Context: an optimization exercise on an open-source flow, tuned for small area and a short achievable clock period. The choices shown serve that exercise and are no tape-out recipe.
In this exercise RTL edits were held to simulation tests only and were not proved equivalent to the original.
The flow treats the clock pin as an ideal source, which a real chip does not have.
Power figures rest on the tool's default switching activity, not on a simulated workload.

==> inputs of 07-06 <==
==> flow/design.v <==
module fairArb (
	input  logic [15:0] bids,
	output logic [15:0] wins,
	input  logic        get_next_win,
	input  logic        clk,
	input  logic        rst
);
	logic [3:0]  p;
	logic        a, b;
	logic [15:0] m;       
	logic [15:0] bm;      
	logic [15:0] g;       
	logic [3:0]  pn;      
	always_comb begin
		for (int i = 0; i < 16; i++)
			m[i] = (i[3:0] >= p);
	end
	assign bm = bids & m;
	logic [31:0] dv, dg;
	assign dv = {bids, bm};
	assign dg = dv & (~dv + 32'd1);
	assign g  = dg[15:0] | dg[31:16];
	always_comb begin
		pn = 4'd0;
		for (int i = 0; i < 16; i++)
			if (g[i]) pn = pn | (i[3:0] + 4'd1);
		if (g == 16'd0) pn = 4'd1;
	end
	always_ff @(posedge clk) begin
		if (~rst) begin
			wins <= 16'd0;
			p    <= 4'd0;
			a    <= 1'b0;
			b    <= 1'b0;
		end else begin
			wins <= g;
			a    <= 1'b1;
			b    <= a;
			if ((a & ~b) | (b & get_next_win & (|bids)))
				p <= pn;
		end
	end
endmodule
==> flow/flow/run.sh <==
#!/bin/bash
set -euo pipefail
here=$(cd "$(dirname "$0")" && pwd)
source "$here/vars.sh"
bash standard.sh synth > synth.log 2>&1
bash standard.sh "${EXTRA[@]}" PRE_DETAIL_PLACE_TCL="$here/size.tcl" POST_CTS_TCL="$here/size_cts.tcl" ${SIZE_GRT:+POST_GLOBAL_ROUTE_TCL="$here/size_grt.tcl"} ${RESTRUCTURE:+POST_FLOORPLAN_TCL="$here/restructure.tcl"} finish > layout.log 2>&1
==> flow/flow/restructure.tcl <==
set_dont_use $::env(DONT_USE_CELLS)
set rmp_dir [file join $::env(OBJECTS_DIR) rmp]
file mkdir $rmp_dir
set lib [lindex $::env(LIB_FILES) 0]
restructure -target area -liberty_file $lib \
  -tielo_port sky130_fd_sc_hd__conb_1/LO -tiehi_port sky130_fd_sc_hd__conb_1/HI \
  -work_dir $rmp_dir
puts "restructure: [llength [get_cells *]] instances, area [format %.2f [expr {[rsz::design_area]*1e12}]]"
==> flow/flow/size.tcl <==
source $::env(PLATFORM_DIR)/setRC.tcl
set ::size_stage [expr {[info exists ::env(SIZE_STAGE)] ? $::env(SIZE_STAGE) : "place"}]
set ::size_per [get_property [get_clocks core_clock] period]
set ::size_in [delete_from_list [all_inputs] [get_ports clk]]
set ::size_dly [expr {0.2 * $::size_per}]
set ::size_est [expr {$::size_stage eq "grt" ? "-global_routing" : "-placement"}]
if {$::size_stage ne "place"} {
  set_propagated_clock [all_clocks]
} else {
  set ::size_lat [expr {[info exists ::env(SIZE_CLK_LATENCY)] ? $::env(SIZE_CLK_LATENCY) : 0.26}]
  set_input_delay [expr {$::size_dly - $::size_lat}] -clock core_clock $::size_in
  set_output_delay [expr {$::size_dly + $::size_lat}] -clock core_clock [all_outputs]
}
set_dont_use $::env(DONT_USE_CELLS)
estimate_parasitics $::size_est
sta::make_equiv_cells [get_libs *]

# the period is a soft maximum over all endpoints, so that paths close to the
# worst one also count and ties between near-critical paths do not stall it
proc size_obj {} {
  estimate_parasitics $::size_est
  set k $::size_k
  set sum 0.0
  foreach p $::size_eps {
    set d [expr {$::size_per - [get_property $p slack_max]}]
    set sum [expr {$sum + exp($k * ($d - 2.0))}]
  }
  set ps [expr {2.0 + log($sum) / $k}]
  return [expr {log([rsz::design_area]) + log($ps)}]
}
set ::size_k [expr {[info exists ::env(SIZE_K)] ? $::env(SIZE_K) : 25.0}]
set ::size_eps [concat [all_registers -data_pins] [all_outputs]]

set ::size_cands {}
foreach inst [get_cells *] {
  set ref [get_property $inst ref_name]
  set name [get_full_name $inst]
  if {[string match "*tapvpwrvgnd*" $ref] || [string match "*fill*" $ref] || [string match "*conb*" $ref]} { continue }
  if {[string match "clkbuf_*" $name] || [string match "clkload*" $name] || [string match "clkinv*" $name]} { continue }
  # after the clock tree is built, flip-flops keep their size: a larger one
  # loads the clock net more and slows its slew
  if {$::size_stage ne "place" && [string match "*__df*" $ref]} { continue }
  set lc [get_lib_cells $ref]
  set alts {}
  foreach c [sta::find_equiv_cells $lc] {
    set n [get_name $c]
    if {[string match "*lpflow*" $n] || [string match "*probe*" $n]} { continue }
    lappend alts $n
  }
  if {[llength $alts] > 1} { lappend ::size_cands [list $inst $alts] }
}

proc size_state {} {
  set st {}
  foreach c $::size_cands { lappend st [get_property [lindex $c 0] ref_name] }
  return $st
}
proc size_restore {st} {
  foreach c $::size_cands n $st {
    set inst [lindex $c 0]
    if {[get_property $inst ref_name] ne $n} { replace_cell $inst $n }
  }
}
proc size_report {tag obj} {
  puts "size($::size_stage): $tag obj [format %.5f $obj] ws [format %.4f [worst_slack -max]] area [format %.2f [expr {[rsz::design_area]*1e12}]]"
}

proc size_greedy {maxpass} {
  set best [size_obj]
  size_report "greedy start" $best
  for {set pass 0} {$pass < $maxpass} {incr pass} {
    set changed 0
    foreach c $::size_cands {
      lassign $c inst alts
      set cur [get_property $inst ref_name]
      set pick $cur
      foreach n $alts {
        if {$n eq $cur} { continue }
        replace_cell $inst $n
        set o [size_obj]
        if {$o < $best - 1e-7} { set best $o; set pick $n }
      }
      if {[get_property $inst ref_name] ne $pick} { replace_cell $inst $pick }
      if {$pick ne $cur} { incr changed }
    }
    set best [size_obj]
    size_report "pass $pass changed $changed" $best
    if {$changed == 0} { break }
  }
  return $best
}

# keep the slew at every flip-flop clock pin under SIZE_CLK_SLEW (ns) by
# moving the clock buffers that drive slow pins to the next larger size
proc size_clk_slew {} {
  set lim [expr {[info exists ::env(SIZE_CLK_SLEW)] ? $::env(SIZE_CLK_SLEW) : 0.105}]
  for {set it 0} {$it < 6} {incr it} {
    estimate_parasitics $::size_est
    set drivers {}
    set worst 0.0
    foreach pin [all_registers -clock_pins -edge_triggered] {
      foreach e {rise fall} {
        set s [get_property $pin slew_max_$e]
        if {$s > $worst} { set worst $s }
        if {$s > $lim} {
          foreach d [get_pins -of_objects [get_nets -of_objects $pin] -filter "direction==output"] {
            lappend drivers [get_full_name [get_cells -of_objects $d]]
          }
        }
      }
    }
    puts "size(clk): worst clock pin slew $worst"
    if {[llength $drivers] == 0} { return }
    foreach n [lsort -unique $drivers] {
      set inst [get_cells $n]
      set ref [get_property $inst ref_name]
      if {[regexp {^(.*clkbuf_)([0-9]+)$} $ref -> base sz] && $sz < 16} {
        set nsz [expr {$sz * 2}]
        replace_cell $inst $base$nsz
        puts "size(clk): $n $ref -> $base$nsz"
      }
    }
  }
}

set maxpass [expr {[info exists ::env(SIZE_PASSES)] ? $::env(SIZE_PASSES) : 8}]
if {$::size_stage eq "grt"} {
  size_greedy $maxpass
  size_clk_slew
  global_route -start_incremental
  detailed_placement
  global_route -end_incremental
  check_placement -verbose
  estimate_parasitics $::size_est
  write_guides $::env(RESULTS_DIR)/route.guide
  puts "size($::size_stage): legalised ws [worst_slack -max] hold [worst_slack -min]"
} elseif {$::size_stage eq "cts"} {
  size_greedy $maxpass
  size_clk_slew
  detailed_placement
  check_placement -verbose
  estimate_parasitics $::size_est
  puts "size($::size_stage): legalised ws [worst_slack -max] hold [worst_slack -min]"
} else {
  set margins [expr {[info exists ::env(SIZE_MARGINS)] ? $::env(SIZE_MARGINS) : "none"}]
  set start [size_state]
  set best_obj 1e9
  set best_st $start
  foreach m $margins {
    size_restore $start
    estimate_parasitics $::size_est
    if {$m ne "none"} {
      repair_timing -setup -setup_margin $m -sequence [expr {[info exists ::env(SIZE_REPAIR_SEQ)] ? $::env(SIZE_REPAIR_SEQ) : "sizeup"}] -repair_tns 100
    }
    set o [size_greedy $maxpass]
    puts "size($::size_stage): margin $m final obj [format %.5f $o]"
    if {$o < $best_obj} { set best_obj $o; set best_st [size_state] }
  }
  size_restore $best_st
  size_report "chosen" [size_obj]
  set_input_delay $::size_dly -clock core_clock $::size_in
  set_output_delay $::size_dly -clock core_clock [all_outputs]
  estimate_parasitics $::size_est
}
==> flow/flow/size_cts.tcl <==
# second sizing pass, after clock tree synthesis (see size.tcl)
set ::env(SIZE_STAGE) cts
source [file join [file dirname [info script]] size.tcl]
==> flow/flow/size_grt.tcl <==
# third sizing pass, after global routing (see size.tcl)
set ::env(SIZE_STAGE) grt
source [file join [file dirname [info script]] size.tcl]
==> flow/flow/vars.sh <==
EXTRA=(BUFFER_PORTS_ARGS="-buffer_cell sky130_fd_sc_hd__buf_2")
export SIZE_MARGINS="none 2.05 2.15"
export SIZE_K=50
==> flow/standard.sh <==
#!/bin/bash
# synth_recipe.tcl (not shown) runs the flow's synth.tcl, then flattens the netlist and writes it again
# the make line also repeats each setting of config.mk as NAME=value (left out here)
make -C /OpenROAD-flow-scripts/flow DESIGN_CONFIG=/design/flow/config.mk WORK_HOME=/design/flow/orfs CLKGATE_MAP_FILE= SYNTH_SCRIPT=/design/flow/synth_recipe.tcl "${@:-finish}"
==> flow/config.mk <==
export PLATFORM = sky130hd
export DESIGN_NAME = fairArb
export DESIGN_NICKNAME = fairArb
export VERILOG_FILES = /design/flow/design.v
export SDC_FILE = /design/flow/constraint.sdc
export NUM_CORES = 4
export LEC_CHECK = 0
export ABC_AREA = 1
export CAP_MARGIN = 20
export CORE_MARGIN = 2
export CORE_UTILIZATION = 40
export GPL_TIMING_DRIVEN = 1
export SLEW_MARGIN = 20
==> flow/constraint.sdc <==
create_clock -name core_clock -period 4.0 [get_ports {clk}]
set_input_delay 0.8000 -clock core_clock [delete_from_list [all_inputs] [get_ports {clk}]]
set_output_delay 0.8000 -clock core_clock [all_outputs]
set_load 0.01 [all_outputs]
==> inputs of 09-14, as changes to 07-06 <==
==> flow/flow/run.sh (replaced) <==
#!/bin/bash
set -euo pipefail
here=$(cd "$(dirname "$0")" && pwd)
source "$here/vars.sh"
bash standard.sh synth > synth.log 2>&1
bash standard.sh "${EXTRA[@]}" PRE_DETAIL_PLACE_TCL="$here/size.tcl" POST_CTS_TCL="$here/size_cts.tcl" finish > layout.log 2>&1
==> flow/flow/size.tcl (replaced) <==
source $::env(PLATFORM_DIR)/setRC.tcl
set ::size_stage [expr {[info exists ::env(SIZE_STAGE)] ? $::env(SIZE_STAGE) : "place"}]
set ::size_per [get_property [get_clocks core_clock] period]
set ::size_in [delete_from_list [all_inputs] [get_ports clk]]
set ::size_dly [expr {0.2 * $::size_per}]
if {$::size_stage eq "cts"} {
  set_propagated_clock [all_clocks]
} else {
  set ::size_lat [expr {[info exists ::env(SIZE_CLK_LATENCY)] ? $::env(SIZE_CLK_LATENCY) : 0.26}]
  set_input_delay [expr {$::size_dly - $::size_lat}] -clock core_clock $::size_in
  set_output_delay [expr {$::size_dly + $::size_lat}] -clock core_clock [all_outputs]
}
estimate_parasitics -placement
if {[info exists ::env(SIZE_REPAIR_MARGIN)] && $::size_stage ne "cts"} {
  set_dont_use $::env(DONT_USE_CELLS)
  repair_timing -setup -setup_margin $::env(SIZE_REPAIR_MARGIN) -repair_tns 100 -verbose
  estimate_parasitics -placement
}
sta::make_equiv_cells [get_libs *]

# the period is a soft maximum over all endpoints, so that paths close to the
# worst one also count and ties between near-critical paths do not stall it
proc size_obj {} {
  estimate_parasitics -placement
  set k $::size_k
  set sum 0.0
  foreach p $::size_eps {
    set d [expr {$::size_per - [get_property $p slack_max]}]
    set sum [expr {$sum + exp($k * ($d - 2.0))}]
  }
  set ps [expr {2.0 + log($sum) / $k}]
  return [expr {log([rsz::design_area]) + log($ps)}]
}
set ::size_k [expr {[info exists ::env(SIZE_K)] ? $::env(SIZE_K) : 25.0}]
set ::size_eps [concat [all_registers -data_pins] [all_outputs]]

set cands {}
foreach inst [get_cells *] {
  set ref [get_property $inst ref_name]
  set name [get_full_name $inst]
  if {[string match "*tapvpwrvgnd*" $ref] || [string match "*fill*" $ref] || [string match "*conb*" $ref]} { continue }
  if {[string match "clkbuf_*" $name] || [string match "clkload*" $name] || [string match "clkinv*" $name]} { continue }
  set lc [get_lib_cells $ref]
  set alts {}
  foreach c [sta::find_equiv_cells $lc] {
    set n [get_name $c]
    if {[string match "*lpflow*" $n] || [string match "*probe*" $n]} { continue }
    lappend alts $n
  }
  if {[llength $alts] > 1} { lappend cands [list $inst $alts] }
}
set best [size_obj]
puts "size($::size_stage): start obj [format %.5f $best] ws [worst_slack -max] area [expr {[rsz::design_area]*1e12}] cands [llength $cands]"
set maxpass [expr {[info exists ::env(SIZE_PASSES)] ? $::env(SIZE_PASSES) : 10}]
for {set pass 0} {$pass < $maxpass} {incr pass} {
  set changed 0
  foreach c $cands {
    lassign $c inst alts
    set cur [get_property $inst ref_name]
    set pick $cur
    foreach n $alts {
      if {$n eq $cur} { continue }
      replace_cell $inst $n
      set o [size_obj]
      if {$o < $best - 1e-7} { set best $o; set pick $n }
    }
    if {[get_property $inst ref_name] ne $pick} { replace_cell $inst $pick }
    if {$pick ne $cur} { incr changed }
  }
  set best [size_obj]
  puts "size($::size_stage): pass $pass changed $changed obj [format %.5f $best] ws [worst_slack -max] area [expr {[rsz::design_area]*1e12}]"
  if {$changed == 0} { break }
}
if {$::size_stage eq "cts"} {
  detailed_placement
  check_placement -verbose
  estimate_parasitics -placement
  puts "size($::size_stage): legalised ws [worst_slack -max] hold [worst_slack -min]"
} else {
  set_input_delay $::size_dly -clock core_clock $::size_in
  set_output_delay $::size_dly -clock core_clock [all_outputs]
  estimate_parasitics -placement
}
==> flow/flow/vars.sh (replaced) <==
EXTRA=(BUFFER_PORTS_ARGS="-buffer_cell sky130_fd_sc_hd__buf_2")
- ABC_AREA: 1 -> not set
- GPL_TIMING_DRIVEN: 1 -> not set
removed: flow/flow/restructure.tcl
removed: flow/flow/size_grt.tcl
==> inputs of 05-24, as changes to 07-06 <==
==> flow/flow/run.sh (replaced) <==
#!/bin/bash
set -euo pipefail
here=$(cd "$(dirname "$0")" && pwd)
source "$here/vars.sh"
bash standard.sh synth > synth.log 2>&1
bash standard.sh "${EXTRA[@]}" PRE_DETAIL_PLACE_TCL="$here/size.tcl" POST_CTS_TCL="$here/size_cts.tcl" finish > layout.log 2>&1
--- a/flow/flow/size.tcl
+++ b/flow/flow/size.tcl
@@ -5,4 +5,3 @@
 set ::size_dly [expr {0.2 * $::size_per}]
-set ::size_est [expr {$::size_stage eq "grt" ? "-global_routing" : "-placement"}]
-if {$::size_stage ne "place"} {
+if {$::size_stage eq "cts"} {
   set_propagated_clock [all_clocks]
@@ -14,3 +13,3 @@
 set_dont_use $::env(DONT_USE_CELLS)
-estimate_parasitics $::size_est
+estimate_parasitics -placement
 sta::make_equiv_cells [get_libs *]
@@ -20,3 +19,3 @@
 proc size_obj {} {
-  estimate_parasitics $::size_est
+  estimate_parasitics -placement
   set k $::size_k
@@ -41,3 +40,3 @@
   # loads the clock net more and slows its slew
-  if {$::size_stage ne "place" && [string match "*__df*" $ref]} { continue }
+  if {$::size_stage eq "cts" && [string match "*__df*" $ref]} { continue }
   set lc [get_lib_cells $ref]
@@ -97,3 +96,3 @@
   for {set it 0} {$it < 6} {incr it} {
-    estimate_parasitics $::size_est
+    estimate_parasitics -placement
     set drivers {}
@@ -126,13 +125,3 @@
 set maxpass [expr {[info exists ::env(SIZE_PASSES)] ? $::env(SIZE_PASSES) : 8}]
-if {$::size_stage eq "grt"} {
-  size_greedy $maxpass
-  size_clk_slew
-  global_route -start_incremental
-  detailed_placement
-  global_route -end_incremental
-  check_placement -verbose
-  estimate_parasitics $::size_est
-  write_guides $::env(RESULTS_DIR)/route.guide
-  puts "size($::size_stage): legalised ws [worst_slack -max] hold [worst_slack -min]"
-} elseif {$::size_stage eq "cts"} {
+if {$::size_stage eq "cts"} {
   size_greedy $maxpass
@@ -141,3 +130,3 @@
   check_placement -verbose
-  estimate_parasitics $::size_est
+  estimate_parasitics -placement
   puts "size($::size_stage): legalised ws [worst_slack -max] hold [worst_slack -min]"
@@ -150,5 +139,5 @@
     size_restore $start
-    estimate_parasitics $::size_est
+    estimate_parasitics -placement
     if {$m ne "none"} {
-      repair_timing -setup -setup_margin $m -sequence [expr {[info exists ::env(SIZE_REPAIR_SEQ)] ? $::env(SIZE_REPAIR_SEQ) : "sizeup"}] -repair_tns 100
+      repair_timing -setup -setup_margin $m -sequence "sizeup,swap" -repair_tns 100
     }
@@ -162,3 +151,3 @@
   set_output_delay $::size_dly -clock core_clock [all_outputs]
-  estimate_parasitics $::size_est
+  estimate_parasitics -placement
 }
==> flow/flow/vars.sh (replaced) <==
EXTRA=(BUFFER_PORTS_ARGS="-buffer_cell sky130_fd_sc_hd__buf_2")
export SIZE_MARGINS="2.1"
- GPL_TIMING_DRIVEN: 1 -> not set
removed: flow/flow/restructure.tcl
removed: flow/flow/size_grt.tcl
==> notes.md <==
- 05-24 completed with no timing, DRC or antenna violations. 07-06 passed the timing, design-rule and antenna checks. 09-14 finished clean.
- Between 09-14 and 07-06, the lower synthesized cell count is in 09-14 (gap about 40%, measured against 07-06).
- Between 05-24 and 07-06, the lower sequential share of layout area is in 07-06 (gap 0.17 points).
- Against 09-14, the sequential power of 07-06 is smaller by about 2%.
- Worst setup slack: 09-14 < 07-06 < 05-24.
- Clock power: 07-06 > 05-24 > 09-14.

[re-timing with driven ports]
The flow's constraints put no driver on any port. The routed layouts listed below were extracted and timed again, unchanged, in two steps. Step 1 assumes that a clkbuf_16 drives the clock port and a buf_2 every other input. Step 2, shift: input delay + t, output delay - t, t = (earliest + latest rising clock arrival at the registers) / 2. This alone moves slack from input paths to output paths. Slacks: ideal / step 1 / step 2; pairs: ideal / step 1.
run | t, ns | slack for setup (ns) | slew at the worst register clock pin (ns) | worst slew at a driven data input, ns
07-06 | 0.282 | 2.047 / 2.047 / 1.773 | 0.08 / 0.08 | 0.03
09-14 | 0.319 | 1.315 / 1.315 / 1.003 | 0.11 / 0.11 | 0.03
05-24 | 0.275 | 2.055 / 2.055 / 1.780 | 0.08 / 0.08 | 0.03
After both steps every run listed still meets setup and hold. For 09-14, which loses most, drivers alone change the setup slack by 0.000 ns; drivers and shift together by -0.312 ns.
